What follows belongs to an exercise in optimizing a design on an open flow for small area, a short achievable clock period and few clock cycles; a production flow would make more cautious choices.
Function was checked by simulation only, so behaviour that the tests miss may differ from the original.
Power is estimated from default activity; no workload was simulated.

==> flow/design.v (outline; a module is shown in full before it is edited, if it fits) <==
// module alu: 32 lines
// module shifter: 30 lines
// module mux2ig: 3 lines
// module and2g: 3 lines
// module xor2g: 3 lines
// module xnor2g: 3 lines
// module a21oig: 3 lines
// module o21aig: 3 lines
// module ksadd14: 218 lines
// module ksadd32s: 719 lines
// module controller: 63 lines
// module reg32: 11 lines
// module regfile: 29 lines
// module reg32e: 8 lines
// module decode5: 13 lines
// module rdmux31: 26 lines
// module aoi222: 3 lines
// module nand2g: 3 lines
// module nand3g: 3 lines
// module nand4g: 3 lines
// module nor2g: 3 lines
// module inv1g: 3 lines
// module nor3g: 3 lines
// module ldconv: 13 lines
// module stconv: 5 lines
// module stbits: 7 lines
// module kappa3_light_core: 216 lines
// module mispred: 7 lines
// module ao221g: 3 lines
// module mux2g: 3 lines
// module dffe1: 8 lines
// module dffq: 7 lines
// module ctlff: 10 lines
// module add17: 5 lines
module kappa3_light_core(input         clock,
			 input 	       reset,
			 output [31:0] mem_addr,
			 output        mem_read,
			 output        mem_write,
			 output [31:0] mem_wrdata,
			 output [3:0]  mem_wrbits,
			 input [31:0]  mem_rddata);
  // ...
==> flow/flow/run.sh <==
#!/bin/bash
# Layout flow: the standard synthesis (standard.sh synth, unchanged), then
# the standard ORFS steps (standard.sh) with three changes:
#  - the port buffers are buf_4 cells instead of the cell buffer_ports picks
#    by default (a slow delay cell on this platform);
#  - timing repair aims for a larger setup margin, on the worst endpoints only;
#  - clock tree synthesis inserts no dummy loads (same buffers and clustering
#    as config.mk's CTS settings).
# make's output goes to flow_synth.log and flow_layout.log, each ORFS step's
# to orfs/logs/.
set -euo pipefail
cd "$(dirname "$0")/.."
bash standard.sh synth > flow_synth.log 2>&1
bash standard.sh "BUFFER_PORTS_ARGS=-buffer_cell sky130_fd_sc_hd__buf_4" \
     SETUP_SLACK_MARGIN=6.5 TNS_END_PERCENT=5 \
     "CTS_ARGS=-sink_clustering_enable -repair_clock_nets -buf_list sky130_fd_sc_hd__clkbuf_16 -sink_clustering_size 24 -sink_clustering_max_diameter 80 -dont_use_dummy_load" \
     finish > flow_layout.log 2>&1
==> flow/standard.sh <==
#!/bin/bash
# synth_recipe.tcl (not shown) runs the flow's synth.tcl, then flattens the netlist and writes it again
# the make line also repeats each setting of config.mk as NAME=value (left out here)
make -C /OpenROAD-flow-scripts/flow DESIGN_CONFIG=/design/flow/config.mk WORK_HOME=/design/flow/orfs CLKGATE_MAP_FILE= SYNTH_SCRIPT=/design/flow/synth_recipe.tcl "${@:-finish}"
==> flow/config.mk <==
export PLATFORM = sky130hd
export DESIGN_NAME = kappa3_light_core
export DESIGN_NICKNAME = kappa3_light_core
export VERILOG_FILES = /design/flow/design.v
export SDC_FILE = /design/flow/constraint.sdc
export NUM_CORES = 8
export LEC_CHECK = 0
export CAP_MARGIN = 25
export CORE_MARGIN = 2
export CORE_UTILIZATION = 60
export CTS_BUF_LIST = sky130_fd_sc_hd__clkbuf_16
export CTS_CLUSTER_DIAMETER = 80
export CTS_CLUSTER_SIZE = 24
export PLACE_DENSITY = 0.7
export SLEW_MARGIN = 55
export SYNTH_HIERARCHICAL = 1
==> flow/constraint.sdc <==
create_clock -name core_clock -period 10.0 [get_ports {clock}]
set_input_delay 2.0000 -clock core_clock [delete_from_list [all_inputs] [get_ports {clock}]]
set_output_delay 2.0000 -clock core_clock [all_outputs]
set_load 0.01 [all_outputs]
==> summary.md, run 1 <==
| Metric | Value |
|---|---|
| Status | timing/DRC/antenna clean |
| Critical path capture point | q_a.q[27]$_DFF_P_ |
| Synth Area in XOR/XNOR | under 10% |
| Wire per inst | roughly 38 um |
| Post-CTS resize count | about 420 |
| CTS tree | done |
| VDD IR-drop max | roughly 0.2 mV |
| Clock transition at path regs | approximately 0.080 ns |
| Max Used Layer | met5 |
| RSZ-0062 raised after global routing | yes |
| Clock Latency Late Sink | around 0.78 ns |
| Worst-path cell chain | buf_8 > nand2b_4 > buf_4 > o21ai_2 > buf_6 > a222oi_1 > nand2_1 > nor2_1 > nand3_1 > a221o_1 |
| Main combinational cell family by area after synthesis | compound AO/OA/AOI/OAI gates |
| CP required | between 10 and 15 ns |
| FF-to-FF Start | q_a.q[2]$_DFF_P_ |
| Design Power | roughly 16 mW |
| Routing usage on met2 | between 60% and 70% |
| Post-layout instance area | between 70,000 and 80,000 um2 |
| Hold WC Path Type | flop to flop |
| Synth Instances | 5,151 |
| Biggest register | regfile_inst.g.r.out |
| # diodes | 8 |
| Hold path endpoint | m_f3[2]$_DFFE_PP_ |
| Worst setup SP type | input port |
| Chip Width | 325 um |
Testbench counts, summed over its fixed seeds: cycles 653,986.
==> inputs of run 2 (changes only) <==
--- a/flow/config.mk
+++ b/flow/config.mk
@@ -12,5 +12,5 @@
 export CTS_CLUSTER_DIAMETER = 80
 export CTS_CLUSTER_SIZE = 24
 export PLACE_DENSITY = 0.7
-export SLEW_MARGIN = 55
+export SLEW_MARGIN = 70
 export SYNTH_HIERARCHICAL = 1
==> run 2 against run 1 <==
  * Clock skew is 0.058 ns lower
  * Sequential share of layout area is 0.17 points lower
  * Clock power decreased by 2%
  * Total power up 0.24%
  * Wire length decreased by 0.54%
  * Clock-buffer cell count shrank 2
  * Non-clock buffer count grew 30
  * Sequential power about the same
  * Critical path depth is 2 higher
  * Sequential cell count is the same
  * Utilization increased by 0.34 points
  * Die area unchanged
==> summary.md, run 2 <==
| Metric | Value |
|---|---|
| Status | timing/DRC/antenna clean |
| Synth Instances | 5,151 (unchanged) |
| Design Power | 16.5 mW (+0.24%) |
| Commonest non-fill, non-tap cell in the layout | edfxtp_1 |
| First-pass detailed-route iteration total | 14 |
| Core area | 102,000 um2 |
| Crit-path slowest cell | a222oi_1 |
| Max-slew violations | 0 |
| Multi-input logic area | 28,200 um2 |
| Pwr Density | 229 nW/um2 |
| Total congestion overflow | 0 |
| WP depth | 12 |
| Crit path max fanout | 16 |
| Worst setup SP type | input port |
| FFs w/ async S/R, synth | roughly 2.3% |
| Syn Area/Cell | approximately 12 um2 |
| TritonCTS Buffers | 58 |
| Biggest register | regfile_inst.g.r.out |
| Critical Path AT | 4.54 ns |
| Fillers | between 7,000 and 8,000 |
| Initial antenna violation count | 12 |
| Sequential share of the synthesized area | a little under three fifths |
| Synth unique cells | approximately 90 |
| Row cnt | roughly 120 |
| DR iter-0 viols | ~14,000 |
| ANT nets after route | 0 |
| Global-route wire length before repair | ~350 mm |
| Hold WC Path Type | flop to flop |
| Final worst path period share | around 39% |
| CTS tree | done |
| Post-synth top cells | edfxtp_1 (1,055), nand2_1 (721), a222oi_1 (645) |
| DRC errors left | 0 |
| Critical path capture point | q_a.q[7]$_DFF_P_ |
| H-Tree Depth | 2 |
| Share of cells above drive strength 1 | between 20% and 30% |
| CP Buf/Inv Count | 5 |
| Wire per inst | 37.2 um (-0.94%) |
| Largest net degree at the start of global routing | 81 |
| Nets@finish | about 5,600 |
| Final setup viols | 0 |
| Clock Tree Buf Depth | 3 |
| Final HPWL DP | roughly 170 mm |
| Sum of negative setup slack | 0 ns |
| Placed insts | a little under 7,000 |
| Die Ht | approximately 330 um |
| Depth of the worst register-to-register path | 16 |
| Share of the synthesized area in the top cell type | 51.2% |
| Initial Util | about three fifths |
| Maxcap violations | 0 |
| Most frequent cell after synthesis | edfxtp_1 |
| Crit Path Class | input port to flop |
| Most frequent cells in the layout | edfxtp_1 (1,055), nand2_1 (709), a222oi_1 (645) |
| Routed wire length | 257 mm |
| Ys Warns | 13 |
| CP required | 10.63 ns (+0.05 ns) |
| Clock root cell | clkbuf_16 |
| Final Wtd Congestion | 1.04 |
| Max Clock Skew | 0.0942 ns |
| Synth-to-layout area growth | 16.1% |
| Worst setup path start | mem_rddata[15] |
| IO Port Bufs | between 80 and 90 |
| RSZ-0062 raised after global routing | yes |
| Final worst path period need | 3.91 ns |
| Largest register FFs | a little under 1,000 |
| FF-to-FF Start | q_sub.q$_DFFE_PP_ |
| Worst-path cell chain | buf_16 > a21oi_4 > buf_6 > buf_12 > buf_12 > a21oi_4 > clkbuf_16 > a222oi_1 > nand2_1 > nor2_2 > nand3_1 > a221o_1 |
| Chip Width | 325 um (unchanged) |
| Static Leak | between 20 and 30 nW |
| Top achievable clock speed | about 0.26 GHz |
| Vias in the first global route | between 40,000 and 50,000 |
| Slowest stage delay, CP | 0.49 ns |
| VDD IR-drop max | 0.197 mV (-0.15%) |
| Most common flop cell mapped by yosys | edfxtp_1 |
| Final hold violations | 0 |
| Synth area leader | edfxtp_1 |
| Clock transition at path regs | 0.10 ns (+0.02 ns) |
| Reg2reg end | maddr[13]$_DFF_P_ |
| DIE AREA | around 110,000 um2 |
| Register Area | around 35,000 um2 |
| Fin cells | between 6,000 and 7,000 |
| R2R Setup Slk | 6.16 ns |
| Largest cells by area after synthesis | edfxtp_1 (51%), a222oi_1 (10%), nand2_1 (4.4%), dfxtp_1 (4.0%), mux2i_1 (3.4%) |
| Cell family with most CP delay | compound AO/OA/AOI/OAI gates |
| WHS Path Cells | 0 |
| Number of vias per cell | 7.70 |
| Clock Latency Late Sink | 0.75 ns (-0.03 ns) |
| Post-CTS Hold Fix Bufs | 0 |
| # clock sinks | between 1,000 and 1,500 |
| Worst slew pin tran | roughly 0.53 ns |
| Setup crit end kind | flop |
| Flops & latches, synth | roughly 1,200 |
| I/O pin count | approximately 100 |
| Post-synth EDFFs | ~1,100 |
| Mapped Area | approximately 62,000 um2 |
| Max-slew headroom | about two thirds |
| Vias | ~53,000 |
| Overall Global Routing Usage | roughly 47% |
[run 2: cell counts after synthesis]
No cell type changed its count.
[run 2: worst min path at each step]
stage | from | to | slack, ns
finish | e_f3[2]$_DFFE_PP_ | m_f3[2]$_DFFE_PP_ | 0.48
global placement | e_f3[2]$_DFFE_PP_ | m_f3[2]$_DFFE_PP_ | 0.42
detailed placement | e_f3[2]$_DFFE_PP_ | m_f3[2]$_DFFE_PP_ | 0.43
CTS | e_f3[2]$_DFFE_PP_ | m_f3[2]$_DFFE_PP_ | 0.47
global route | e_f3[2]$_DFFE_PP_ | m_f3[2]$_DFFE_PP_ | 0.48
floorplan | e_f3[2]$_DFFE_PP_ | m_f3[2]$_DFFE_PP_ | 0.40
[run 2: modules after synthesis, one instance, submodules excluded, excerpt]
module	flip-flops and latches	cells inside	area, um2
xnor2g	0	1	8.76
aoi222	0	1	10.0
and2g	0	1	6.26
alu	0	358	2510
mispred	0	5	40.0
nor2g	0	1	3.75
nand3g	0	1	5.00
ldconv	0	98	742
dffe1	1	1	30.0
nand2g	0	1	3.75
[run 2: per-stage QoR]
step | cell area, um2 | hold slack [ns] | utilization [%] | setup WS [ns]
after floorplan | 62300 | 0.400 | - | 5.44
after global placement | 65400 | 0.424 | 64.1 | 4.77
after detailed placement | 67400 | 0.433 | 66.1 | 5.07
after CTS | 69300 | 0.470 | 67.9 | 6.06
after global routing | 71800 | 0.481 | 70.4 | 6.12
final | 71800 | 0.484 | 70.4 | 6.09
[run 2: cell families after synthesis]
logic type | count (synthesis) | synth area share, %
XOR/XNOR | 198 | 2.80
AND/OR/NAND/NOR | 1481 | 10.8
adder cells (fa/ha/maj) | 82 | 1.67
flip-flops | 1208 | 56.4
other | 3 | 0.0182
multiplexers | 280 | 4.88
AO/OA/AOI/OAI | 1480 | 20.0
buffers and inverters | 419 | 3.40
[run 2: routing by layer]
layer  vias up  part of all wire (%)  track usage [%]
met5         -                 0.034                0
met4        10                   8.7             31.0
met3       910                    16             14.4
met2      5152                    42             66.5
met1     25595                    33             61.1
li1      21483                     -                -
[run 2: final cells by class]
cell class / count / area share (%)
multi-input cells: 3579 / 39.2
flip-flops and latches: 1208 / 48.7
clock buffers: 58 / 2.02
diodes: 9 / 0.0314
inverters: 195 / 1.02
well taps: 1368 / 2.38
repair buffers: 483 / 6.65
[run 2: power by group]
group	leakage [nW]	switching, mW	internal [mW]
sequential	12.5	0.727	6.77
clock	0.715	1.55	1.03
combinational	13.5	4.29	2.11
[run 2: what timing repair did]
action / 4_1_cts / 5_1_grt
endpoints found under the setup margin: 111 / 141
resized for setup: 79 / 237
gates cloned: 1 / 9
buffers inserted: 9 / 77
pin swaps: 7 / 97
hold endpoints to repair: 0 / 0
==> module alu, before the edit <==
module alu(input [31:0]  in1,
	   input [31:0]  in2,
	   input 	 cin,
	   input [4:0] 	 shamt,
	   input [9:0] 	 op,      
	   input 	 sra,     
	   input 	 left,    
	   input [31:0]  link,    
	   input [31:0]  stdata,  
	   output [31:0] out,
	   output 	 eq,
	   output 	 lt,
	   output 	 ltu);
   wire [31:0] 	 sum;
   wire 	 cout;
   ksadd32s add_inst(.a(in1), .b(in2), .sub(cin), .s(sum), .cout(cout));
   assign eq = (in1 == in2);
   assign ltu = ~cout;
   assign lt = (in1[31] ^ in2[31]) ? in1[31] : sum[31];
   wire [31:0] 	 shl, shr;
   shifter shift_inst(.in(in1), .shamt(shamt), .sra(sra), .left(left), .shl(shl), .shr(shr));
   assign out = ({32{op[0]}} & sum)
     | ({32{op[1]}} & shl)
     | {31'h0, op[2] & lt}
     | {31'h0, op[3] & ltu}
     | ({32{op[4]}} & (in1 ^ in2))
     | ({32{op[5]}} & shr)
     | ({32{op[6]}} & (in1 | in2))
     | ({32{op[7]}} & (in1 & in2))
     | ({32{op[8]}} & link)
     | ({32{op[9]}} & stdata);
endmodule  
==> inputs of run 3 (changes only) <==
--- a/flow/design.v
+++ b/flow/design.v
@@ -19,16 +19,27 @@
    assign lt = (in1[31] ^ in2[31]) ? in1[31] : sum[31];
    wire [31:0] 	 shl, shr;
    shifter shift_inst(.in(in1), .shamt(shamt), .sra(sra), .left(left), .shl(shl), .shr(shr));
-   assign out = ({32{op[0]}} & sum)
-     | ({32{op[1]}} & shl)
-     | {31'h0, op[2] & lt}
-     | {31'h0, op[3] & ltu}
-     | ({32{op[4]}} & (in1 ^ in2))
-     | ({32{op[5]}} & shr)
+   wire [31:0] 	 early = ({32{op[4]}} & (in1 ^ in2))
      | ({32{op[6]}} & (in1 | in2))
      | ({32{op[7]}} & (in1 & in2))
      | ({32{op[8]}} & link)
      | ({32{op[9]}} & stdata);
+   wire [31:0] 	 late_n;
+   genvar i;
+   generate
+      for (i = 0; i < 32; i = i + 1) begin : g_res
+	 aoi222g g(.a0(op[0]), .b0(sum[i]), .a1(op[1]), .b1(shl[i]),
+		   .a2(op[5]), .b2(shr[i]), .y(late_n[i]));
+	 if (i == 0) begin : g_b0
+	    wire cmp_n;
+	    aoi22g gc(.a0(op[2]), .b0(lt), .a1(op[3]), .b1(ltu), .y(cmp_n));
+	    nand3g go(.a(late_n[0]), .b(cmp_n), .c(~early[0]), .y(out[0]));
+	 end
+	 else begin : g_bn
+	    nand2g go(.a(late_n[i]), .b(~early[i]), .y(out[i]));
+	 end
+      end
+   endgenerate
 endmodule  
 module shifter(input [31:0]  in,
 	       input [4:0]   shamt,
@@ -60,6 +71,12 @@
       end
    endgenerate
 endmodule  
+module aoi222g(input a0, b0, a1, b1, a2, b2, output y);
+   assign y = ~((a0 & b0) | (a1 & b1) | (a2 & b2));
+endmodule  
+module aoi22g(input a0, b0, a1, b1, output y);
+   assign y = ~((a0 & b0) | (a1 & b1));
+endmodule  
 module mux2ig(input a0, a1, s, output y);
    assign y = ~(s ? a1 : a0);
 endmodule  
--- a/flow/config.mk
+++ b/flow/config.mk
@@ -12,5 +12,5 @@
 export CTS_CLUSTER_DIAMETER = 80
 export CTS_CLUSTER_SIZE = 24
 export PLACE_DENSITY = 0.7
-export SLEW_MARGIN = 70
+export SLEW_MARGIN = 25
 export SYNTH_HIERARCHICAL = 1
==> run 3 against run 2 <==
  * Largest cell class unchanged
  * Critical path type is now flop to flop
  * Critical endpoint is now q_a.q[16]$_DFF_P_
  * Global-route usage is 0.78 points higher
  * Die area is 0.50% higher
  * Largest power group unchanged
  * Synthesized area is 0.51% higher
  * Register-to-register slack worse by 0.05 ns
  * Total power is 1.5% lower
  * Critical path depth is 2 higher
==> summary.md, run 3 <==
| Metric | Value |
|---|---|
| Crit path max fanout | 5 (-11) |
| Clock Latency Late Sink | 0.77 ns (+0.02 ns) |
| Syn Area/Cell | 12.1 um2 (+0.68%) |
| Routed wire length | 263 mm (+2.4%) |
| Flops & latches, synth | 1,208 (unchanged) |
| Grt met1 use | 57.7% (-3.4 points) |
| H-Tree Depth | 2 (unchanged) |
| Placed inst area | 65,600 um2 (-2.7%) |
| Synth Instances | 5,142 (-0.17%) |
| Register Area | 34,900 um2 (-0.15%) |
| Most frequent cell after synthesis | edfxtp_1 |
| Largest cells by area after synthesis | edfxtp_1 (51%), a222oi_1 (11%), nand2_1 (4.7%), dfxtp_1 (4.0%), mux2i_1 (3.4%) |
| FFs w/ async S/R, synth | 2.32% (unchanged) |
| Most common flop cell mapped by yosys | edfxtp_1 |
| Final worst path period need | 3.89 ns (-0.0156 ns) |
| Worst slack, placed | 4.88 ns (-0.194 ns) |
| DRC errors left | 0 (unchanged) |
| Die Ht | 326 um (+0.25%) |
| Status | timing/DRC/antenna clean |
| I/O pin count | 104 (unchanged) |
| TritonCTS Buffers | 61 (+5.2%) |
| Max Clock Skew | 0.112 ns (+0.0176 ns) |
| Clock transition at path regs | 0.09 ns (about the same) |
| Overall Global Routing Usage | 47.3% (+0.78 points) |
| Initial antenna violation count | 13 (+1) |
| Synth unique cells | 96 (+4.3%) |
| Vias in the first global route | 49,355 (+3.4%) |
| Share of cells above drive strength 1 | 23.1% (+0.12 points) |
| # clock sinks | 1,208 (unchanged) |
| Post-synth top cells | edfxtp_1 (1,055), nand2_1 (784), a222oi_1 (676) |
| Sum of negative setup slack | 0 ns (unchanged) |
| Final Wtd Congestion | 1.02 (-1.9%) |
| Max-slew violations | 0 (unchanged) |
| Gr busiest metal | met2 |
| Pwr Density | 226 nW/um2 (-1.3%) |
| Total congestion overflow | 0 (unchanged) |
| Row cnt | 118 (+0.85%) |
| Final worst path period share | 38.9% (-0.16 points) |
| Initial Util | 60.2% (-0.38 points) |
| Max-slew headroom | 17.0% (-48 points) |
| Top achievable clock speed | 0.257 GHz (+0.40%) |
| VDD IR-drop max | 0.225 mV (+15%) |
| DIE AREA | 106,000 um2 (+0.50%) |
| Clock Tree Buf Depth | 3 (unchanged) |
| Placed insts | 6,627 (-1.5%) |
| Worst slew pin tran | 1.25 ns (+0.718 ns) |
| Critical Path AT | 4.50 ns (-0.04 ns) |
| Static Leak | 26.6 nW (-0.35%) |
| Final HPWL DP | 161 mm (-6.4%) |
| Largest register FFs | 992 (unchanged) |
| First-pass detailed-route iteration total | 14 (unchanged) |
| Most frequent cells in the layout | edfxtp_1 (1,055), nand2_1 (759), a222oi_1 (676) |
| Synth-to-layout area growth | 15.3% |
| Worst setup SP type | flop |
| Number of vias per cell | 7.84 (+1.7%) |
| DR iter-0 viols | 14,367 (+4.1%) |
| Largest net degree at the start of global routing | 98 (+21%) |
| Post-synth EDFFs | 1,055 (unchanged) |
| Commonest non-fill, non-tap cell in the layout | edfxtp_1 |
| Chip Width | 326 um (+0.25%) |
| Slack of the critical path | 6.11 ns (+0.0156 ns) |
| RSZ-0062 raised after global routing | yes |
| Core area | 103,000 um2 (+1.1%) |
| Hold WC Path Type | flop to flop |
| Post-layout instance area | 71,700 um2 (-0.21%) |
| Synth area leader | edfxtp_1 |
| Setup crit end kind | flop |
| Global-route wire length before repair | 359 mm (+1.6%) |
| ANT nets after route | 0 (unchanged) |
| Vias | 53,708 (+1.0%) |
| CTS tree | done |
| CP required | 10.60 ns (-0.03 ns) |
| Maxcap violations | 0 (unchanged) |
| Ys Warns | 13 (unchanged) |
| Final setup viols | 0 (unchanged) |
| Final hold violations | 0 (unchanged) |
| Sequential share of the synthesized area | 56.1% (-0.28 points) |
| Routing usage on met2 | 67.9% (+1.3 points) |
| Biggest register | regfile_inst.g.r.out |
| Nets@finish | 5,587 (-0.96%) |
| Mapped Area | 62,200 um2 (+0.51%) |
| Worst hold slack | 0.424 ns (-0.0591 ns) |
| Clock root cell | clkbuf_16 |
| WHS Path Cells | 0 (unchanged) |
| Depth of the worst register-to-register path | 14 (-2) |
| Fillers | 7,279 (+0.82%) |
| M3 GR Usage | 16.7% (+2.3 points) |
| Multi-input logic area | 28,800 um2 (+2.3%) |
| Share of the synthesized area in the top cell type | 51.0% (-0.26 points) |
| Fin cells | 6,853 (-0.68%) |
| Wire per inst | 38.4 um (+3.1%) |
| Crit Path Class | flop to flop |
| IO Port Bufs | 88 (unchanged) |
## run 3: cell count changes after synthesis, sizes merged
| cell | change |
|---|---|
| a2111oi | -1 |
| buf | +15 |
| o21ai | +9 |
| nor2b | -1 |
| nand2 | +84 |
| a22oi | -122 |
| a221oi | +24 |
| inv | -30 |
| nand4 | -31 |
| o211ai | +23 |
| clkbuf | -24 |
| a222oi | +31 |
| a22o | +6 |
| a211oi | +8 |
## run 3: Yosys stat by module, one instance, submodules excluded, excerpt
module   times used  cells
nand2g          504      1
mux2ig          192      1
xnor2g           31      1
shifter           1     34
stconv            1     53
dffe1             1      1
## run 3: cell families (layout without fill, tap and decap cells)
group / Yosys count / in the layout / synth area share (%)
and+or+nand+nor: 1533 / 1534 / 11.0
AOI/OAI and AO/OA: 1458 / 1458 / 20.2
DFF: 1208 / 1208 / 56.1
buffers and inverters: 380 / 651 / 3.28
muxes: 280 / 280 / 4.86
xor gates and xnor gates: 198 / 198 / 2.79
adders and majority gates: 82 / 82 / 1.66
other: 3 / 62 / 0.0181
## run 3: metrics by stage
step	util (%)	power [mW]
2_1_floorplan	-	10.5
3_3_place_gp	63.6	12.7
3_5_place_dp	63.6	12.8
4_1_cts	67.5	15.6
5_1_grt	69.4	16.6
6_report	69.4	16.2
## run 3: worst paths after layout
path	from	endpoint	slack, ns
max reg2reg	q_sub.q$_DFFE_PP_	q_a.q[16]$_DFF_P_	6.11
min	e_f3[2]$_DFFE_PP_	m_f3[2]$_DFFE_PP_	0.42
min reg2reg	e_f3[2]$_DFFE_PP_	m_f3[2]$_DFFE_PP_	0.42
min in group asynchronous	reset	fpc[12]$_DFF_PN0_	1.23
max in group asynchronous	reset	init$_DFF_PN1_	8.38
max	q_sub.q$_DFFE_PP_	q_a.q[16]$_DFF_P_	6.11
## run 3: layout make-up
cell class | count | area share [%]
Sequential cell | 1208 | 48.7
Timing Repair Buffer | 425 | 5.68
Clock buffer | 61 | 2.13
Tap cell | 1380 | 2.41
Antenna cell | 4 | 0.0140
Multi-Input combinational cell | 3610 | 40.2
Inverter | 165 | 0.868
## run 3: repair_timing
action | 4_1_cts | 5_1_grt
pin swaps | 50 | 110
cloned | 6 | 10
resized for setup | 353 | 284
setup buffers | 75 | 69
hold buffers | 0 | 0
setup endpoints to repair | 487 | 658
## run 3: where the power goes
| group | switching [mW] | leakage, nW | total [mW] | internal, mW |
|---|---|---|---|---|
| logic | 4.06 | 13.4 | 6.03 | 1.97 |
| clock network | 1.57 | 0.752 | 2.65 | 1.08 |
| registers | 0.776 | 12.5 | 7.55 | 6.77 |
## run 3: critical path, stage by stage (launching register included)
cell,delay [ns]
edfxtp_1,0.44
buf_6,0.17
clkbuf_16,0.19
xor2_4,0.24
xor2_4,0.31
nand2_1,0.21
nor2_4,0.19
nand2_1,0.10
nor2_2,0.15
a21oi_2,0.09
xnor2_1,0.16
a222oi_1,0.97
nand2_1,0.10
buf_4,0.21
a221o_1,0.28
## run 3: routing by layer
layer  part of all wire, %  vias to the layer above
li1                      -                    21362
met1                    32                    25621
met2                    42                     5431
met3                    16                     1280
met4                    11                       14
met5                 0.035                        -
Testbench counts of run 3, summed over its fixed seeds: cycles 653,986.
==> inputs of run 4 (changes only) <==
--- a/flow/config.mk
+++ b/flow/config.mk
@@ -12,5 +12,5 @@
 export CTS_CLUSTER_DIAMETER = 80
 export CTS_CLUSTER_SIZE = 24
 export PLACE_DENSITY = 0.7
-export SLEW_MARGIN = 25
+export SLEW_MARGIN = 40
 export SYNTH_HIERARCHICAL = 1
==> run 4 against run 3 <==
  * Synthesized cell count unchanged
  * Die area did not move
  * Final area grew 0.61%
  * Hold slack better by 0.0017 ns
  * Wire length grew 0.53%
  * Setup slack better by 0.080 ns
  * Register-to-register slack better by 0.15 ns
  * First-iteration DRC count shrank 0.22%
  * Clock skew rose by 0.011 ns
  * Clock-buffer cell count did not move
  * Fmax is 2.1% higher
==> summary.md, run 4 <==
| Metric | Value |
|---|---|
| Status | timing/DRC/antenna clean |
| Compound-Gate Fraction of Synth Area | 20.2% (unchanged) |
| Mux cell area share after synthesis | 4.86% (unchanged) |
| Max-slew violations | 0 (unchanged) |
| R2R Setup Slk | 6.26 ns (+0.15 ns) |
| Sum of negative setup slack | 0 ns (unchanged) |
| VDD IR-drop max | 0.207 mV (-8.2%) |
| Maxcap violations | 0 (unchanged) |
| Final Wtd Congestion | 1.02 (unchanged) |
| Share of the synthesized area in the top cell type | 51.0% (unchanged) |
| Final HPWL DP | 161 mm (about the same) |
| Largest net degree at the start of global routing | 98 (unchanged) |
| Static Leak | 26.7 nW (+0.59%) |
| Synth Instances | 5,142 (unchanged) |
| DIE AREA | 106,000 um2 (unchanged) |
| Most frequent cell after synthesis | edfxtp_1 |
| Synth area leader | edfxtp_1 |
| Wire per inst | 38.5 um (+0.25%) |
| Ys Warns | 13 (unchanged) |
| Multi-input logic area | 29,000 um2 (+0.63%) |
| Clock root cell | clkbuf_16 |
| Max Clock Skew | 0.123 ns (+0.0110 ns) |
| Synth unique cells | 96 (unchanged) |
| Critical path capture point | q_b.q[18]$_DFF_P_ |
| Mapped Area | 62,200 um2 (unchanged) |
| Routed wire length | 264 mm (+0.53%) |
| Fillers | 7,224 (-0.76%) |
| Flops & latches, synth | 1,208 (unchanged) |
| Chip Width | 326 um (unchanged) |
| Post-Synth Simple-Gate Area | 11.0% (unchanged) |
| Worst setup path start | mem_rddata[22] |
| H-Tree Depth | 2 (unchanged) |
| Biggest register | regfile_inst.g.r.out |
| Worst slew pin tran | 0.971 ns (-0.274 ns) |
| Die Ht | 326 um (unchanged) |
| Post-CTS Hold Fix Bufs | 0 (unchanged) |
| FFs w/ async S/R, synth | 2.32% (unchanged) |
| Overall Global Routing Usage | 47.3% (about the same) |
| Global-route wire length before repair | 359 mm (+0.13%) |
| Crit Path Class | input port to flop |
| Nets@finish | 5,603 (+0.29%) |
| Pwr Density | 226 nW/um2 (-0.24%) |
| # clock sinks | 1,208 (unchanged) |
| Main combinational cell family by area after synthesis | compound AO/OA/AOI/OAI gates |
| Clock Latency Late Sink | 0.77 ns (about the same) |
| Syn Area/Cell | 12.1 um2 (unchanged) |
| Core area | 103,000 um2 (unchanged) |
| Design Power | 16.3 mW (+0.36%) |
| First-pass detailed-route iteration total | 14 (unchanged) |
| Crit path max fanout | 32 (+27) |
| Row cnt | 118 (unchanged) |
| Worst slack, placed | 5.00 ns (+0.124 ns) |
| CP most frequent cell | buf_6 |
| Max-slew headroom | 35.3% (+18 points) |
| Clock transition at path regs | 0.10 ns (about the same) |
| Top achievable clock speed | 0.262 GHz (+2.1%) |
| Final hold violations | 0 (unchanged) |
| DR iter-0 viols | 14,335 (-0.22%) |
| Crit-path slowest cell | a222oi_1 |
| Vias | 54,137 (+0.80%) |
| Most common flop cell mapped by yosys | edfxtp_1 |
| CP required | 10.59 ns (about the same) |
| Final worst path period share | 38.1% (-0.80 points) |
| TritonCTS Buffers | 61 (unchanged) |
| Commonest non-fill, non-tap cell in the layout | edfxtp_1 |
| Final setup viols | 0 (unchanged) |
| Critical Path AT | 4.40 ns (-0.10 ns) |
| Largest cells by area after synthesis | edfxtp_1 (51%), a222oi_1 (11%), nand2_1 (4.7%), dfxtp_1 (4.0%), mux2i_1 (3.4%) |
| Most frequent cells in the layout | edfxtp_1 (1,055), nand2_1 (763), a222oi_1 (676) |
| CTS tree | done |
| Synth Area in XOR/XNOR | 2.79% (unchanged) |
| Worst-path cell chain | buf_6 > nand4bb_2 > a21oi_2 > buf_6 > a222oi_1 > nand2_1 > nor2_2 > nand3_1 > a221o_1 |
| Register Area | 34,900 um2 (about the same) |
| Clock Tree Buf Depth | 3 (unchanged) |
| FF-to-FF Start | q_sub.q$_DFFE_PP_ |
| Vias in the first global route | 49,705 (+0.71%) |
| Setup crit end kind | flop |
| I/O pin count | 104 (unchanged) |
| IO Port Bufs | 88 (unchanged) |
| Worst hold slack | 0.426 ns (+0.00165 ns) |
| Final worst path period need | 3.81 ns (-0.0796 ns) |
| Post-synth top cells | edfxtp_1 (1,055), nand2_1 (784), a222oi_1 (676) |
| Worst setup SP type | input port |
| Sequential share of the synthesized area | 56.1% (unchanged) |
| Initial Util | 60.2% (unchanged) |
| Depth of the worst register-to-register path | 13 (-1) |
| Largest register FFs | 992 (unchanged) |
| Initial antenna violation count | 14 (+1) |
| RSZ-0062 raised after global routing | yes |
| Share of cells above drive strength 1 | 23.6% (+0.50 points) |
| Slowest stage delay, CP | 0.56 ns (-0.41 ns) |
| Post-synth EDFFs | 1,055 (unchanged) |
| Number of vias per cell | 7.88 (+0.52%) |
| Synth Area in Adders | 1.66% (unchanged) |
| WHS Path Cells | 0 (unchanged) |
| ANT nets after route | 0 (unchanged) |
| Hold WC Path Type | flop to flop |
| Total congestion overflow | 0 (unchanged) |
| Synth-to-layout area growth | 16.0% |
| Slack of the critical path | 6.19 ns (+0.0796 ns) |
| DRC errors left | 0 (unchanged) |
| Reg2reg end | q_sh.q[4]$_DFF_P_ |
## run 4: changes by cell type in the layout (fill, tap and decap cells not counted), sizes merged
cell    previous run  this run
clkbuf            67        73
buf              419       429
diode              4         7
## run 4: metrics by stage
step / std cells / area (um2) / util (%)
2_1_floorplan: 5197 / 62600 / -
3_3_place_gp: 6627 / 65600 / 63.6
3_5_place_dp: 6632 / 65700 / 63.7
4_1_cts: 6782 / 69800 / 67.6
5_1_grt: 6866 / 72100 / 69.9
6_report: 6872 / 72100 / 69.9
## run 4: what timing repair did
item / 4_1_cts / 5_1_grt
pin swaps: 71 / 129
setup buffers: 84 / 63
setup endpoints to repair: 383 / 559
gates cloned: 5 / 13
gates resized for setup: 346 / 314
hold endpoints to repair: 0 / 0
## run 4: kinds of logic (layout without fill, tap and decap cells)
| logic type | count (synthesis) | in the layout |
|---|---|---|
| buffers and inverters | 380 | 667 |
| adder cells (fa/ha/maj) | 82 | 82 |
| XOR/XNOR | 198 | 198 |
| flip-flops | 1208 | 1208 |
| AO/OA/AOI/OAI | 1458 | 1458 |
| other | 3 | 65 |
| multiplexers | 280 | 280 |
| AND/OR/NAND/NOR | 1533 | 1534 |
## run 4: where the power goes
group          switching (mW)  internal (mW)  total, mW
logic                    4.09           2.00       6.09
registers               0.782           6.77       7.55
clock network            1.57           1.08       2.65
## run 4: worst min path at each step
stage	slack (ns)	start	end
finish	0.43	e_f3[2]$_DFFE_PP_	m_f3[2]$_DFFE_PP_
CTS	0.43	e_f3[2]$_DFFE_PP_	m_f3[2]$_DFFE_PP_
detailed placement	0.42	e_f3[2]$_DFFE_PP_	m_f3[2]$_DFFE_PP_
floorplan	0.40	e_f3[2]$_DFFE_PP_	m_f3[2]$_DFFE_PP_
global route	0.44	e_f3[2]$_DFFE_PP_	m_f3[2]$_DFFE_PP_
global placement	0.40	e_f3[2]$_DFFE_PP_	m_f3[2]$_DFFE_PP_
## run 4: modules after synthesis (local to each module, per instance), a selection
module	flops+latches	cells inside
aoi222g	0	1
regfile	0	2
aoi222	0	1
nor2g	0	1
xnor2g	0	1
mux2g	0	1
aoi22g	0	1
nand2g	0	1
xor2g	0	1
dffe1	1	1
ctlff	1	1
stbits	0	7
decode5	0	47
a21oig	0	1
## run 4: area by class of cell
cell class | instances | share of cell area [%]
sequential | 1208 | 48.4
tap | 1380 | 2.39
timing repair buffer | 441 | 5.98
multi-input combinational | 3610 | 40.2
clock buffer | 61 | 2.12
inverter | 165 | 0.862
antenna | 7 | 0.0243
## run 4: layer usage
metal / track usage (%) / share of wire [%] / vias to the layer above
li1: - / - / 21395
met1: 58.0 / 32 / 25940
met2: 68.2 / 42 / 5456
met3: 15.7 / 16 / 1332
met4: 38.8 / 11 / 14
met5: 0 / 0.033 / -
## run 4: critical path, delay by kind of cell
kind,cells,cell delay (ns)
AOI/OAI and AO/OA,3,0.99
and+or+nand+nor,4,0.89
buffers and inverters,2,0.43
==> inputs of run 5 (changes only) <==
--- a/flow/config.mk
+++ b/flow/config.mk
@@ -12,5 +12,5 @@
 export CTS_CLUSTER_DIAMETER = 80
 export CTS_CLUSTER_SIZE = 24
 export PLACE_DENSITY = 0.7
-export SLEW_MARGIN = 40
+export SLEW_MARGIN = 55
 export SYNTH_HIERARCHICAL = 1
==> run 5 against run 4 <==
  * Synthesized area stayed put
  * Fmax down 0.46%
  * Largest cell class unchanged
  * Wire length shrank 0.91%
  * Clock-buffer cell count is the same
  * Critical path type unchanged
  * Via count fell by 1.0%
  * Non-clock buffer count is 7 lower
  * Still clean
==> summary.md, run 5 <==
| Metric | Value |
|---|---|
| Commonest non-fill, non-tap cell in the layout | edfxtp_1 |
| Reg2reg end | maddr[10]$_DFF_P_ |
| Design Power | 16.2 mW (-0.72%) |
| Final setup viols | 0 (unchanged) |
| Post-CTS Hold Fix Bufs | 0 (unchanged) |
| Int Power | 9.80 mW (-0.49%) |
| Largest register FFs | 992 (unchanged) |
| Utilization after layout | 69.5% (-0.40 points) |
| Psw | 6.37 mW (-1.1%) |
| Routed wire length | 262 mm (-0.91%) |
| Top achievable clock speed | 0.261 GHz (-0.46%) |
| # clock sinks | 1,208 (unchanged) |
| Clock transition at path regs | 0.08 ns (-0.02 ns) |
| Post-synth EDFFs | 1,055 (unchanged) |
| Cell family with most CP delay | compound AO/OA/AOI/OAI gates |
| Hold path endpoint | m_f3[2]$_DFFE_PP_ |
| Core area | 103,000 um2 (unchanged) |
| Clock Power Share | 16.4% (about the same) |
| Initial Util | 60.2% (unchanged) |
| Ys Warns | 13 (unchanged) |
| Pwr Density | 226 nW/um2 (-0.15%) |
| Wire per inst | 38.2 um (-0.78%) |
| Final Wtd Congestion | 1.02 (unchanged) |
| Max-slew headroom | 51.3% (+16 points) |
| RSZ-0062 raised after global routing | yes |
| Switching Share | 39.4% (-0.15 points) |
| Clock Tree Buf Depth | 3 (unchanged) |
| Max-slew violations | 0 (unchanged) |
| Post-layout instance area | 71,700 um2 (-0.57%) |
| Maxcap violations | 0 (unchanged) |
| WHS Path Cells | 0 (unchanged) |
| VDD IR-drop max | 0.220 mV (+6.4%) |
| Placed insts | 6,641 (+0.14%) |
| CP required | 10.57 ns (-0.02 ns) |
| Final hold violations | 0 (unchanged) |
| Placed inst area | 65,900 um2 (+0.23%) |
| Vias in the first global route | 49,851 (+0.29%) |
| Crit path max fanout | 32 (unchanged) |
| Synth unique cells | 96 (unchanged) |
| Worst slack, placed | 5.06 ns (+0.0578 ns) |
| Hold path startpoint | e_f3[2]$_DFFE_PP_ |
| Post-synth top cells | edfxtp_1 (1,055), nand2_1 (784), a222oi_1 (676) |
| Most frequent cells in the layout | edfxtp_1 (1,055), nand2_1 (766), a222oi_1 (676) |
| Clock Latency Late Sink | 0.77 ns (about the same) |
| FF-to-FF Start | q_sub.q$_DFFE_PP_ |
| Gate power share | 37.0% (-0.4 points) |
| Total congestion overflow | 0 (unchanged) |
| Setup crit end kind | flop |
| Most common flop cell mapped by yosys | edfxtp_1 |
| Number of vias per cell | 7.81 (-0.90%) |
| Biggest register | regfile_inst.g.r.out |
| Syn Area/Cell | 12.1 um2 (unchanged) |
| Slowest stage delay, CP | 0.52 ns (-0.04 ns) |
| Crit Path Class | input port to flop |
| Overall Global Routing Usage | 47.3% (about the same) |
| Share of the synthesized area in the top cell type | 51.0% (unchanged) |
| DRC errors left | 0 (unchanged) |
| TritonCTS Buffers | 61 (unchanged) |
| Worst slew pin tran | 0.731 ns (-0.240 ns) |
| Largest cells by area after synthesis | edfxtp_1 (51%), a222oi_1 (11%), nand2_1 (4.7%), dfxtp_1 (4.0%), mux2i_1 (3.4%) |
| Most frequent cell after synthesis | edfxtp_1 |
| Synth Instances | 5,142 (unchanged) |
| I/O pin count | 104 (unchanged) |
| FFs w/ async S/R, synth | 2.32% (unchanged) |
| R2R Setup Slk | 6.20 ns (-0.06 ns) |
| H-Tree Depth | 2 (unchanged) |
| Hold WC Path Type | flop to flop |
| Vias | 53,579 (-1.0%) |
| Sequential share of the synthesized area | 56.1% (unchanged) |
| Global-route wire length before repair | 360 mm (+0.16%) |
| Flops & latches, synth | 1,208 (unchanged) |
| Seq pwr share | 46.6% (+0.2 points) |
| Nets@finish | 5,596 (-0.12%) |
| Synth area leader | edfxtp_1 |
| CTS tree | done |
| Sum of negative setup slack | 0 ns (unchanged) |
| Die Ht | 326 um (unchanged) |
| Critical Path AT | 4.40 ns (about the same) |
| CP Buf/Inv Count | 2 (unchanged) |
| Row cnt | 118 (unchanged) |
| Worst setup SP type | input port |
| First-pass detailed-route iteration total | 14 (unchanged) |
| Final worst path period need | 3.83 ns (+0.0175 ns) |
| Synth-to-layout area growth | 15.3% |
| Slack of the critical path | 6.17 ns (-0.0175 ns) |
| Final worst path period share | 38.3% (+0.17 points) |
| Worst-path cell chain | buf_8 > nand2b_4 > o21ai_4 > buf_4 > a222oi_1 > nand2_1 > nor2_1 > nand3_2 > a221o_1 |
| DIE AREA | 106,000 um2 (unchanged) |
| Crit-path slowest cell | a222oi_1 |
| DR iter-0 viols | 14,106 (-1.6%) |
| Worst hold slack | 0.436 ns (+0.00990 ns) |
| ANT nets after route | 0 (unchanged) |
| Depth of the worst register-to-register path | 17 (+4) |
| IO Port Bufs | 88 (unchanged) |
| Static Leak | 26.6 nW (-0.49%) |
| Status | timing/DRC/antenna clean |
| Final HPWL DP | 161 mm (about the same) |
| Largest net degree at the start of global routing | 98 (unchanged) |
| Initial antenna violation count | 14 (unchanged) |
| Fin cells | 6,863 (-0.13%) |
| Max Clock Skew | 0.111 ns (-0.0118 ns) |
| Share of cells above drive strength 1 | 23.1% (-0.44 points) |
| Chip Width | 326 um (unchanged) |
| Mapped Area | 62,200 um2 (unchanged) |
| Clock root cell | clkbuf_16 |
## run 5: cell counts after synthesis
No cell type changed its count.
## run 5: timing repair
action	CTS	global route
pin swaps	60	87
setup endpoints to repair	125	210
resized for setup	337	231
cloned	5	11
buffers inserted	71	63
endpoints found under the hold margin	0	0
## run 5: cell type report
type	count	area, um2
Timing Repair Buffer	434	4290
Sequential cell	1208	34900
Tap cell	1380	1730
Clock buffer	61	1530
Antenna cell	5	12.5
Multi-Input combinational cell	3610	28600
Fill cell	7226	31500
Inverter	165	622
## run 5: metal layers
layer  vias to the layer above  GRT usage [%]  part of all wire [%]
met5                         -          0.266                 0.035
met3                      1288           15.6                    16
met4                        14           37.9                    10
li1                      21384              -                     -
met1                     25579           57.9                    32
met2                      5314           68.8                    42
## run 5: kinds of logic (layout without fill, tap and decap cells)
| kind of cell | count (synthesis) | after routing | share of synthesized area, % |
|---|---|---|---|
| other | 3 | 63 | 0.0181 |
| adder cells (fa/ha/maj) | 82 | 82 | 1.66 |
| flip-flops | 1208 | 1208 | 56.1 |
| XOR/XNOR | 198 | 198 | 2.79 |
| multiplexers | 280 | 280 | 4.86 |
| buffers and inverters | 380 | 660 | 3.28 |
| AO/OA/AOI/OAI | 1458 | 1458 | 20.2 |
| AND/OR/NAND/NOR | 1533 | 1534 | 11.0 |
## run 5: worst max path at each step
stage / start / endpoint / slack, ns / cells after the start
floorplan: q_sub.q$_DFFE_PP_ / fpc[10]$_DFF_PN0_ / 5.43 / 12
global placement: mem_rddata[15] / q_a.q[25]$_DFF_P_ / 4.93 / 9
detailed placement: mem_rddata[21] / q_b.q[6]$_DFF_P_ / 5.06 / 9
CTS: q_sub.q$_DFFE_PP_ / fpc[4]$_DFF_PN0_ / 6.30 / 17
global route: q_sub.q$_DFFE_PP_ / fpc[8]$_DFF_PN0_ / 6.15 / 17
finish: mem_rddata[20] / q_b.q[15]$_DFF_P_ / 6.17 / 9
## run 5: modules after synthesis (local to each module, per instance), a selection
module             copies in the design  flops+latches  cells inside
kappa3_light_core                     1            136           902
alu                                   1              0           284
controller                            1              0           151
stconv                                1              0            53
decode5                               3              0            47
ctlff                                10              1             1
aoi22g                                1              0             1
ao221g                               69              0             1
aoi222g                              32              0             1
xor2g                               119              0             1
regfile                               1              0             2
o21aig                               89              0             1
nand3g                               65              0             1
inv1g                                80              0             1
nand2g                              504              0             1
## run 5: power groups by stage
stage / Combinational, mW / Clock, mW / Sequential [mW]
finish: 5.99 / 2.65 / 7.54
global route: 6.18 / 2.77 / 7.56
CTS: 5.55 / 2.62 / 7.48
detailed placement: 5.26 / 0 / 7.56
global placement: 5.19 / 0 / 7.54
floorplan: 3.14 / 0 / 7.35
==> inputs of run 6 (changes only) <==
--- a/flow/config.mk
+++ b/flow/config.mk
@@ -5,12 +5,12 @@
 export SDC_FILE = /design/flow/constraint.sdc
 export NUM_CORES = 8
 export LEC_CHECK = 0
-export CAP_MARGIN = 25
+export CAP_MARGIN = 35
 export CORE_MARGIN = 2
 export CORE_UTILIZATION = 60
 export CTS_BUF_LIST = sky130_fd_sc_hd__clkbuf_16
 export CTS_CLUSTER_DIAMETER = 80
 export CTS_CLUSTER_SIZE = 24
 export PLACE_DENSITY = 0.7
-export SLEW_MARGIN = 55
+export SLEW_MARGIN = 40
 export SYNTH_HIERARCHICAL = 1
==> run 6 against run 5 <==
  * Fmax up 0.46%
  * Final area up 0.57%
  * Sequential share of layout area down 0.30 points
  * Hold slack worse by 0.0099 ns
  * Still clean on timing, DRC and antenna
  * Highest routed layer unchanged
==> summary.md, run 6 <==
| Metric | Value |
|---|---|
| Wire per inst | 38.5 um (+0.79%) |
| DIE AREA | 106,000 um2 (unchanged) |
| Largest cells by area after synthesis | edfxtp_1 (51%), a222oi_1 (11%), nand2_1 (4.7%), dfxtp_1 (4.0%), mux2i_1 (3.4%) |
| Clock Tree Buf Depth | 3 (unchanged) |
| Ys Warns | 13 (unchanged) |
| Syn Area/Cell | 12.1 um2 (unchanged) |
| Synth unique cells | 96 (unchanged) |
| Core area | 103,000 um2 (unchanged) |
| Max Clock Skew | 0.123 ns (+0.0118 ns) |
| First-pass detailed-route iteration total | 14 (unchanged) |
| Sequential share of the synthesized area | 56.1% (unchanged) |
| DR iter-0 viols | 14,335 (+1.6%) |
| Most frequent cell after synthesis | edfxtp_1 |
| Setup crit end kind | flop |
| Crit path max fanout | 32 (unchanged) |
| IO Port Bufs | 88 (unchanged) |
| Placed inst area | 65,700 um2 (-0.23%) |
| Static Leak | 26.7 nW (+0.50%) |
| Overall Global Routing Usage | 47.3% (about the same) |
| TritonCTS Buffers | 61 (unchanged) |
| Global-route wire length before repair | 359 mm (-0.16%) |
| CTS tree | done |
| Initial Util | 60.2% (unchanged) |
| Top achievable clock speed | 0.262 GHz (+0.46%) |
| Chip Width | 326 um (unchanged) |
| Nets@finish | 5,603 (+0.13%) |
| Post-synth EDFFs | 1,055 (unchanged) |
| Register Area | 34,900 um2 (about the same) |
| Commonest non-fill, non-tap cell in the layout | edfxtp_1 |
| Die Ht | 326 um (unchanged) |
| Sum of negative setup slack | 0 ns (unchanged) |
| Max-slew headroom | 35.3% (-16 points) |
| Largest register FFs | 992 (unchanged) |
| Clock root cell | clkbuf_16 |
| Most frequent cells in the layout | edfxtp_1 (1,055), nand2_1 (763), a222oi_1 (676) |
| Share of the synthesized area in the top cell type | 51.0% (unchanged) |
| Final worst path period share | 38.1% (-0.17 points) |
| Multi-input logic area | 29,000 um2 (+1.4%) |
| Initial antenna violation count | 14 (unchanged) |
| FFs w/ async S/R, synth | 2.32% (unchanged) |
| Vias in the first global route | 49,705 (-0.29%) |
| Routed wire length | 264 mm (+0.92%) |
| DRC errors left | 0 (unchanged) |
| H-Tree Depth | 2 (unchanged) |
| RSZ-0062 raised after global routing | yes |
| Share of cells above drive strength 1 | 23.6% (+0.44 points) |
| CP required | 10.59 ns (+0.02 ns) |
| Synth Instances | 5,142 (unchanged) |
| Total congestion overflow | 0 (unchanged) |
| Worst-path cell chain | buf_6 > nand4bb_2 > a21oi_2 > buf_6 > a222oi_1 > nand2_1 > nor2_2 > nand3_1 > a221o_1 |
| Clock transition at path regs | 0.10 ns (+0.02 ns) |
| Biggest register | regfile_inst.g.r.out |
| Fin cells | 6,872 (+0.13%) |
| Crit Path Class | input port to flop |
| Max-slew violations | 0 (unchanged) |
| # clock sinks | 1,208 (unchanged) |
| Final Wtd Congestion | 1.02 (unchanged) |
| Fillers | 7,224 (-0.028%) |
| Maxcap violations | 0 (unchanged) |
| Clock Latency Late Sink | 0.77 ns (about the same) |
| Final HPWL DP | 161 mm (about the same) |
| Critical Path AT | 4.40 ns (about the same) |
| Mapped Area | 62,200 um2 (unchanged) |
| Final hold violations | 0 (unchanged) |
| ANT nets after route | 0 (unchanged) |
| Number of vias per cell | 7.88 (+0.91%) |
| Post-layout instance area | 72,100 um2 (+0.57%) |
| VDD IR-drop max | 0.207 mV (-6.0%) |
| CP most frequent cell | buf_6 |
| Placed insts | 6,632 (-0.14%) |
| Crit-path slowest cell | a222oi_1 |
| Hold WC Path Type | flop to flop |
| Pwr Density | 226 nW/um2 (+0.16%) |
| Most common flop cell mapped by yosys | edfxtp_1 |
| Post-synth top cells | edfxtp_1 (1,055), nand2_1 (784), a222oi_1 (676) |
| Synth-to-layout area growth | 16.0% |
| Largest net degree at the start of global routing | 98 (unchanged) |
| Flops & latches, synth | 1,208 (unchanged) |
| Worst setup SP type | input port |
| Synth area leader | edfxtp_1 |
| Vias | 54,137 (+1.0%) |
| I/O pin count | 104 (unchanged) |
| Final setup viols | 0 (unchanged) |
| Post-CTS Hold Fix Bufs | 0 (unchanged) |
| Worst slew pin tran | 0.971 ns (+0.240 ns) |
| Final worst path period need | 3.81 ns (-0.0175 ns) |
| Row cnt | 118 (unchanged) |
| Slowest stage delay, CP | 0.56 ns (+0.04 ns) |
| Status | timing/DRC/antenna clean |
==> run 6: routing by layer <==
metal  track usage, %  vias to the layer above  wire [um]
met5                0                        -         88
met4             38.8                       14      28000
met3             15.7                     1332      41500
met2             68.2                     5456     110000
met1             58.0                    25940      84400
li1                 -                    21395          -
==> run 6: timing repair <==
item                       in CTS  in global routing
setup endpoints to repair     383                559
gates resized for setup       346                314
setup buffers                  84                 63
cloned                          5                 13
pin swaps                      71                129
==> run 6: kinds of logic (layout without fill, tap and decap cells) <==
| group | count (synthesis) | count (layout) | synth area share [%] |
|---|---|---|---|
| AND/OR/NAND/NOR | 1533 | 1534 | 11.0 |
| AO/OA/AOI/OAI | 1458 | 1458 | 20.2 |
| flip-flops | 1208 | 1208 | 56.1 |
| buffers and inverters | 380 | 667 | 3.28 |
| multiplexers | 280 | 280 | 4.86 |
| XOR/XNOR | 198 | 198 | 2.79 |
| adder cells (fa/ha/maj) | 82 | 82 | 1.66 |
| other | 3 | 65 | 0.0181 |
==> run 6: Yosys stat by module, one instance, submodules excluded, a selection <==
module / flip-flops and latches / area (um2) / cells inside
aoi222: 0 / 10.0 / 1
aoi222g: 0 / 10.0 / 1
ctlff: 1 / 25.0 / 1
decode5: 0 / 275 / 47
dffe1: 1 / 30.0 / 1
inv1g: 0 / 3.75 / 1
ksadd14: 0 / 7.51 / 1
ldconv: 0 / 742 / 98
mispred: 0 / 40.0 / 5
nand2g: 0 / 3.75 / 1
nor2g: 0 / 3.75 / 1
reg32e: 32 / 961 / 32
regfile: 0 / 7.51 / 2
xnor2g: 0 / 8.76 / 1
==> run 6: final timing paths <==
path / from / end / slack [ns] / depth (start not counted)
worst max register to register: q_sub.q$_DFFE_PP_ / q_sh.q[4]$_DFF_P_ / 6.26 / 13
max in group asynchronous: reset / c_en_a.q$_DFF_PN0_ / 8.38 / 1
worst max-delay path: mem_rddata[22] / q_b.q[18]$_DFF_P_ / 6.19 / 9
min in group asynchronous: reset / fpc[12]$_DFF_PN0_ / 1.23 / 1
worst min register to register: e_f3[2]$_DFFE_PP_ / m_f3[2]$_DFFE_PP_ / 0.43 / 0
worst min-delay path: e_f3[2]$_DFFE_PP_ / m_f3[2]$_DFFE_PP_ / 0.43 / 0
==> run 6: area by class of cell <==
type	instances	area share [%]
Sequential cell	1208	48.4
Tap cell	1380	2.39
Clock buffer	61	2.12
Inverter	165	0.862
Multi-Input combinational cell	3610	40.2
Antenna cell	7	0.0243
Timing Repair Buffer	441	5.98
==> run 6: worst max-delay path, delay by kind of cell <==
kind                   cells  cell delay, ns
AOI/OAI and AO/OA          3            0.99
buffers and inverters      2            0.43
and+or+nand+nor            4            0.89
==> run 6: where the power goes <==
| part | switching, mW | total, mW | internal, mW |
|---|---|---|---|
| logic | 4.09 | 6.09 | 2.00 |
| registers | 0.782 | 7.55 | 6.77 |
| clock network | 1.57 | 2.65 | 1.08 |
==> run 6: per-stage QoR <==
step	hold WS, ns	setup WS [ns]	power, mW	utilization, %
6_report	0.426	6.19	16.3	69.9
4_1_cts	0.426	6.24	15.7	67.6
3_3_place_gp	0.404	4.93	12.7	63.6
3_5_place_dp	0.420	5.00	12.8	63.7
5_1_grt	0.444	6.17	16.6	69.9
2_1_floorplan	0.400	5.43	10.5	-
==> inputs of run 7 (changes only) <==
--- a/flow/flow/run.sh
+++ b/flow/flow/run.sh
@@ -12,6 +12,6 @@
 cd "$(dirname "$0")/.."
 bash standard.sh synth > flow_synth.log 2>&1
 bash standard.sh "BUFFER_PORTS_ARGS=-buffer_cell sky130_fd_sc_hd__buf_4" \
-     SETUP_SLACK_MARGIN=6.5 TNS_END_PERCENT=5 \
+     SETUP_SLACK_MARGIN=6.25 TNS_END_PERCENT=5 \
      "CTS_ARGS=-sink_clustering_enable -repair_clock_nets -buf_list sky130_fd_sc_hd__clkbuf_16 -sink_clustering_size 24 -sink_clustering_max_diameter 80 -dont_use_dummy_load" \
      finish > flow_layout.log 2>&1
--- a/flow/config.mk
+++ b/flow/config.mk
@@ -5,7 +5,7 @@
 export SDC_FILE = /design/flow/constraint.sdc
 export NUM_CORES = 8
 export LEC_CHECK = 0
-export CAP_MARGIN = 35
+export CAP_MARGIN = 25
 export CORE_MARGIN = 2
 export CORE_UTILIZATION = 60
 export CTS_BUF_LIST = sky130_fd_sc_hd__clkbuf_16
==> run 7 against run 6 <==
  * Combinational power decreased by 2%
  * Sequential cell count unchanged
  * Die area unchanged
  * Global-route usage fell by 1.8 points
  * Via count shrank 2.1%
  * Cell count shrank 0.54%
  * Sequential share of layout area is 0.80 points higher
  * Register-to-register slack worse by 0.19 ns
  * First-iteration DRC count shrank 12%
  * Synthesized area is the same
  * Clock skew down 0.0055 ns
  * Critical path depth is 1 higher
  * Critical path type unchanged
  * Largest power group unchanged
==> summary.md, run 7 <==
| Metric | Value |
|---|---|
| Mapped Area | 62,200 um2 (unchanged) |
| Syn Area/Cell | 12.1 um2 (unchanged) |
| Biggest register | regfile_inst.g.r.out |
| Row cnt | 118 (unchanged) |
| Top achievable clock speed | 0.251 GHz (-4.4%) |
| Max-slew violations | 0 (unchanged) |
| Final worst path period share | 39.9% (+1.8 points) |
| Final setup viols | 0 (unchanged) |
| Static Leak | 26.2 nW (-1.9%) |
| Nets@finish | 5,565 (-0.68%) |
| Sum of negative setup slack | 0 ns (unchanged) |
| IO Port Bufs | 88 (unchanged) |
| Crit path max fanout | 32 (unchanged) |
| Worst setup SP type | input port |
| Pwr Density | 226 nW/um2 (about the same) |
| Wire per inst | 36.9 um (-4.1%) |
| I/O pin count | 104 (unchanged) |
| RSZ-0062 raised after global routing | yes |
| Final worst path period need | 3.99 ns (+0.176 ns) |
| Die Ht | 326 um (unchanged) |
| Clock transition at path regs | 0.09 ns (about the same) |
| R2R Setup Slk | 6.07 ns (-0.19 ns) |
| Max-slew headroom | 30.9% (-4.3 points) |
| Hold WC Path Type | flop to flop |
| Depth of the worst register-to-register path | 14 (+1) |
| Chip Width | 326 um (unchanged) |
| H-Tree Depth | 2 (unchanged) |
| Max Clock Skew | 0.117 ns (-0.00554 ns) |
| FFs w/ async S/R, synth | 2.32% (unchanged) |
| Final HPWL DP | 163 mm (+1.3%) |
| Overall Global Routing Usage | 45.5% (-1.8 points) |
| CP required | 10.60 ns (about the same) |
| Synth Instances | 5,142 (unchanged) |
| DRC errors left | 0 (unchanged) |
| Setup crit end kind | flop |
| Most common flop cell mapped by yosys | edfxtp_1 |
| Fillers | 7,317 (+1.3%) |
| Post-synth EDFFs | 1,055 (unchanged) |
| Largest net degree at the start of global routing | 98 (unchanged) |
| ANT nets after route | 0 (unchanged) |
| Share of cells above drive strength 1 | 22.6% (-0.94 points) |
| Crit-path slowest cell | nor2_1 |
| Global-route wire length before repair | 347 mm (-3.5%) |
| Final Wtd Congestion | 1.06 (+3.9%) |
| Most frequent cell after synthesis | edfxtp_1 |
| Worst slew pin tran | 1.03 ns (+0.0582 ns) |
| Slowest stage delay, CP | 0.52 ns (-0.04 ns) |
| Synth unique cells | 96 (unchanged) |
| Synth area leader | edfxtp_1 |
| Post-CTS Hold Fix Bufs | 0 (unchanged) |
| TritonCTS Buffers | 59 (-3.3%) |
| Worst hold slack | 0.429 ns (+0.00280 ns) |
| Crit Path Class | input port to flop |
| Hold path endpoint | m_f3[2]$_DFFE_PP_ |
| Commonest non-fill, non-tap cell in the layout | edfxtp_1 |
| WHS Path Cells | 0 (unchanged) |
| Ys Warns | 13 (unchanged) |
| Number of vias per cell | 7.75 (-1.6%) |
| Core area | 103,000 um2 (unchanged) |
| FF-to-FF Start | q_sub.q$_DFFE_PP_ |
| Post-synth top cells | edfxtp_1 (1,055), nand2_1 (784), a222oi_1 (676) |
| VDD IR-drop max | 0.255 mV (+23%) |
| Clock root cell | clkbuf_16 |
| Clock Latency Late Sink | 0.76 ns (about the same) |
| Total congestion overflow | 0 (unchanged) |
| DIE AREA | 106,000 um2 (unchanged) |
| Hold path startpoint | e_f3[2]$_DFFE_PP_ |
| Largest register FFs | 992 (unchanged) |
| Most frequent cells in the layout | edfxtp_1 (1,055), nand2_1 (757), a222oi_1 (676) |
| CTS tree | done |
| Maxcap violations | 0 (unchanged) |
| Initial antenna violation count | 12 (-2) |
| Flops & latches, synth | 1,208 (unchanged) |
| Critical Path AT | 4.59 ns (+0.19 ns) |
| Final hold violations | 0 (unchanged) |
| Synth-to-layout area growth | 14.0% |
| First-pass detailed-route iteration total | 15 (+1) |
| Sequential share of the synthesized area | 56.1% (unchanged) |
| Worst-path cell chain | buf_4 > a21oi_2 > buf_6 > a21oi_4 > buf_4 > a222oi_1 > nand2_1 > nor2_1 > nand3_2 > a221o_1 |
| Vias in the first global route | 48,388 (-2.6%) |
| # clock sinks | 1,208 (unchanged) |
| CP most frequent cell | buf_4 |
| Reg2reg end | q_b.q[30]$_DFF_P_ |
| Vias | 52,982 (-2.1%) |
| Routed wire length | 252 mm (-4.6%) |
| Largest cells by area after synthesis | edfxtp_1 (51%), a222oi_1 (11%), nand2_1 (4.7%), dfxtp_1 (4.0%), mux2i_1 (3.4%) |
| Share of the synthesized area in the top cell type | 51.0% (unchanged) |
| DR iter-0 viols | 12,578 (-12%) |
| Status | timing/DRC/antenna clean |
| Clock Tree Buf Depth | 3 (unchanged) |
| Initial Util | 60.2% (unchanged) |
==> run 7: layout make-up <==
| type | count | area (um2) | share of cell area [%] |
|---|---|---|---|
| diodes | 8 | 20.0 | 0.0282 |
| clock buffers | 59 | 1480 | 2.08 |
| inverters | 165 | 622 | 0.877 |
| multi-input cells | 3610 | 28700 | 40.4 |
| flip-flops and latches | 1208 | 34900 | 49.2 |
| well taps | 1380 | 1730 | 2.44 |
| repair buffers | 405 | 3470 | 4.90 |
==> run 7: cell families after synthesis <==
family | after synthesis | synth area share [%]
muxes | 280 | 4.86
xor gates and xnor gates | 198 | 2.79
and+or+nand+nor | 1533 | 11.0
DFF | 1208 | 56.1
AOI/OAI and AO/OA | 1458 | 20.2
adders and majority gates | 82 | 1.66
other | 3 | 0.0181
buffers and inverters | 380 | 3.28
==> run 7: worst max path at each step <==
stage	from	end	slack [ns]
global route	q_sub.q$_DFFE_PP_	q_b.q[30]$_DFF_P_	6.09
global placement	mem_rddata[2]	q_b.q[13]$_DFF_P_	4.60
detailed placement	mem_rddata[15]	q_a.q[17]$_DFF_P_	4.73
finish	mem_rddata[21]	q_b.q[4]$_DFF_P_	6.01
floorplan	q_sub.q$_DFFE_PP_	fpc[10]$_DFF_PN0_	5.43
CTS	mem_rddata[17]	q_a.q[31]$_DFF_P_	6.15
==> run 7: repair_timing <==
item,4_1_cts,5_1_grt
cloned,3,3
setup buffers,42,62
pin swaps,32,104
gates resized for setup,224,279
endpoints found under the setup margin,123,119
==> run 7: per-layer routing <==
metal / GRT usage (%) / share of wire [%] / vias up
met2: 66.6 / 42 / 5038
met1: 56.9 / 32 / 25527
met3: 15.5 / 17 / 1088
met4: 32.1 / 9.3 / 12
li1: - / - / 21317
met5: 0 / 0.031 / -
==> run 7: report_power, final <==
part / internal (mW) / leakage (nW) / switching [mW] / total, mW
Sequential: 6.77 / 12.5 / 0.701 / 7.47
Combinational: 1.87 / 13.0 / 4.09 / 5.97
Clock: 1.05 / 0.727 / 1.55 / 2.59
==> run 7: critical path: cells and delay by family <==
family / cells / cell delay, ns
compound gates: 4 / 0.98
buf+inv: 3 / 0.68
simple gates: 3 / 0.89
==> run 7: modules after synthesis (local to each module, per instance), a selection <==
module   area [um2]  times used
nand2g         3.75         504
ksadd14        7.51           2
regfile        7.51           1
add17           762           1
nand3g         5.00          65
and2g          6.26          58
==> run 7: metrics by stage <==
step | std cells | util (%) | setup WS, ns | power (mW) | instance area (um2)
finish | 6835 | 68.7 | 6.01 | 16.0 | 70900
global placement | 6640 | 63.7 | 4.60 | 12.7 | 65700
CTS | 6756 | 66.8 | 6.15 | 15.4 | 68900
floorplan | 5197 | - | 5.43 | 10.5 | 62400
detailed placement | 6652 | 63.9 | 4.73 | 12.8 | 65900
global route | 6827 | 68.7 | 6.09 | 16.4 | 70900

## re-timing with driven ports
In the flow no input, the clock included, has a driving cell. The finished layouts below were timed again as built, in two steps. Step 1, drivers: a clkbuf_16 drives clock and a buf_2 each remaining input, both assumed. Step 2 also shifts input and output timing later by t, the mid clock arrival at the registers, as if the neighbouring blocks saw the same clock. Slacks: ideal / step 1 / step 2; pairs: ideal / step 1.
run | shift t [ns] | slack for setup (ns) | worst hold slack (ns) | worst setup path after step 2 | pins driven straight from the clock port
run 1 | 0.779 | 6.157 / 6.142 / 5.362 | 0.450 / 0.450 / 0.450 | input to register | 1
run 2 | 0.774 | 6.090 / 6.026 / 5.251 | 0.484 / 0.484 / 0.484 | input to register | 1
run 3 | 0.791 | 6.106 / 6.106 / 5.448 | 0.424 / 0.424 / 0.424 | input to register | 1
run 4 | 0.780 | 6.185 / 6.219 / 5.439 | 0.426 / 0.426 / 0.426 | input to register | 1
run 5 | 0.783 | 6.168 / 6.191 / 5.407 | 0.436 / 0.436 / 0.436 | input to register | 1
run 6 | 0.780 | 6.185 / 6.219 / 5.439 | 0.426 / 0.426 / 0.426 | input to register | 1
run 7 | 0.775 | 6.009 / 6.055 / 5.280 | 0.429 / 0.429 / 0.429 | input to register | 1
After both steps every run listed still meets setup and hold. For run 2, which loses most, drivers alone change the setup slack by -0.064 ns; drivers and shift together by -0.839 ns.
